Context: an optimization exercise on an open-source flow, tuned for small area and few clock cycles. The choices shown serve that exercise and are no tape-out recipe. Function was checked by simulation only, so behaviour that the tests miss may differ from the original. Power figures rest on the tool's default switching activity, not on a simulated workload.

// d_cache
module d_cache #(
  parameter ADDR_WIDTH = 32,
  parameter DATA_WIDTH = 32,
  parameter NUM_SETS = 8,
  parameter ASSOC = 4,
  parameter LINE_WORDS = 1
)(
  input  logic                    clk,
  input  logic                    rst_n,
  input  logic [ADDR_WIDTH-1:0]   cpu_addr,
  input  logic                    cpu_rd,
  input  logic                    cpu_wr,
  input  logic [DATA_WIDTH-1:0]   cpu_wdata,
  output logic [DATA_WIDTH-1:0]   cpu_rdata,
  output logic                    cpu_ready,
  output logic [ADDR_WIDTH-1:0]   mem_addr,
  output logic                    mem_rd,
  output logic                    mem_wr,
  output logic [DATA_WIDTH-1:0]   mem_wdata,
  input  logic [DATA_WIDTH-1:0]   mem_rdata,
  input  logic                    mem_ready
);
clock: 9.0 ns
lec_check: 0
cap_margin: 20
core_margin: 2
core_utilization: 45
slew_margin: 20
standard.sh (not shown) runs the stock make flow with config.mk's settings and CLKGATE_MAP_FILE= SYNTH_SCRIPT=/design/flow/synth_recipe.tcl, a recipe that flattens the netlist after the stock synthesis.
==> flow/flow/run.sh <==
#!/bin/bash
# The standard layout, with two changes: synthesis maps the logic with an
# area-recovery ABC script (flow/area.abc), and the layout uses small port
# buffers and a clock tree of clkbuf_16 leaf clusters of up to 25 sinks without dummy loads.
# make's output goes to flow_make.log; each tool's log is under orfs/logs.
set -euo pipefail
W=$(pwd)
ORFS=$W/orfs
RES=$ORFS/results/$FLOW_PLATFORM/d_cache/base
export AREA_ABC_SCRIPT=$W/flow/area.abc
{ echo "source $W/flow/abc_wrap.tcl"; cat $W/synth_recipe.tcl; } > $W/flow_synth.tcl
export BUFFER_PORTS_ARGS="-buffer_cell sky130_fd_sc_hd__buf_1"
export CTS_ARGS="-sink_clustering_enable -repair_clock_nets -sink_clustering_size 25 -sink_clustering_max_diameter 80 -buf_list sky130_fd_sc_hd__clkbuf_16 -dont_use_dummy_load"
make -C $FLOW_HOME DESIGN_CONFIG=$FLOW_CONFIG WORK_HOME=$ORFS CLKGATE_MAP_FILE= \
  SYNTH_SCRIPT=$W/flow_synth.tcl finish > $W/flow_make.log 2>&1
: # left out here: write the final layout as DEF
==> flow/flow/abc_wrap.tcl <==
# Run ABC with the area-recovery mapping script beside this file instead of
# the one the synthesis script names. Registers are mapped before this step,
# so they stay exactly as the standard synthesis makes them.
proc abc {args} {
  set i [lsearch -exact $args -script]
  if {$i >= 0} { lset args [expr {$i + 1}] $::env(AREA_ABC_SCRIPT) }
  yosys abc {*}$args
}
==> flow/flow/area.abc <==
strash
&get -n
&st
&dch
&nf -R 1000
&put
Testbench counts at the start, summed over its fixed seeds: cycles 80,897.
Then changed:
--- a/flow/flow/run.sh
+++ b/flow/flow/run.sh
@@ -3,3 +3,3 @@
 # area-recovery ABC script (flow/area.abc), and the layout uses small port
-# buffers and a clock tree of clkbuf_16 leaf clusters of up to 25 sinks without dummy loads.
+# buffers and a clock tree of clkbuf_16 leaf clusters of up to 20 sinks without dummy loads.
 # make's output goes to flow_make.log; each tool's log is under orfs/logs.
@@ -12,3 +12,3 @@
 export BUFFER_PORTS_ARGS="-buffer_cell sky130_fd_sc_hd__buf_1"
-export CTS_ARGS="-sink_clustering_enable -repair_clock_nets -sink_clustering_size 25 -sink_clustering_max_diameter 80 -buf_list sky130_fd_sc_hd__clkbuf_16 -dont_use_dummy_load"
+export CTS_ARGS="-sink_clustering_enable -repair_clock_nets -sink_clustering_size 20 -sink_clustering_max_diameter 80 -buf_list sky130_fd_sc_hd__clkbuf_16 -dont_use_dummy_load"
 make -C $FLOW_HOME DESIGN_CONFIG=$FLOW_CONFIG WORK_HOME=$ORFS CLKGATE_MAP_FILE= \
The changed run finished clean.
Final cell count hardly moves.
Global-route usage stays flat.
Setup slack gets better by 36 ps.
Total power grows slightly.
Sequential cell count is unchanged.
Then changed:
--- a/flow/flow/run.sh
+++ b/flow/flow/run.sh
@@ -3,3 +3,3 @@
 # area-recovery ABC script (flow/area.abc), and the layout uses small port
-# buffers and a clock tree of clkbuf_16 leaf clusters of up to 20 sinks without dummy loads.
+# buffers and a clock tree of clkbuf_16 leaf clusters of up to 25 sinks without dummy loads.
 # make's output goes to flow_make.log; each tool's log is under orfs/logs.
@@ -12,3 +12,3 @@
 export BUFFER_PORTS_ARGS="-buffer_cell sky130_fd_sc_hd__buf_1"
-export CTS_ARGS="-sink_clustering_enable -repair_clock_nets -sink_clustering_size 20 -sink_clustering_max_diameter 80 -buf_list sky130_fd_sc_hd__clkbuf_16 -dont_use_dummy_load"
+export CTS_ARGS="-sink_clustering_enable -repair_clock_nets -sink_clustering_size 25 -sink_clustering_max_diameter 80 -buf_list sky130_fd_sc_hd__clkbuf_16 -dont_use_dummy_load"
 make -C $FLOW_HOME DESIGN_CONFIG=$FLOW_CONFIG WORK_HOME=$ORFS CLKGATE_MAP_FILE= \
CAP_MARGIN = 0   (was 20)
CORE_UTILIZATION = 60   (was 45)
SLEW_MARGIN = 0   (was 20)
Effect:
- combinational power is lower by about 2%
- sequential cell count stays the same
- first-iteration DRC count is lower by 0.99%
- setup slack improves by 320 ps
- wire length is lower by about 4%

static timing again, ports no longer ideal:
How much do the figures lean on ideal ports? The routed layouts below were timed once more, with nothing changed but the port constraints. Step 1: set_driving_cell puts a clkbuf_16 on clk and a buf_2 on each other input, an assumption about the parent block. Step 2 moves the port delays by t, midway between the first and last clock arrival at a register: inputs arrive t later, outputs are due t later. That takes back most of the time a late clock gives input paths. a / b / c = ideal ports / drivers / drivers and shift; a / b = the first two.
run	shift t [ns]	setup slack, ns	worst setup path after step 2
the first run	0.808	0.880 / 0.907 / 0.099	input to register
the second run	0.822	0.915 / 0.943 / 0.121	input to register
the third run	0.784	1.234 / 1.290 / 0.505	input to register
After both steps setup and hold are still met in every run listed. The setup slack of the second run, which loses most, moves by +0.028 ns with the drivers and by -0.794 ns with both steps.
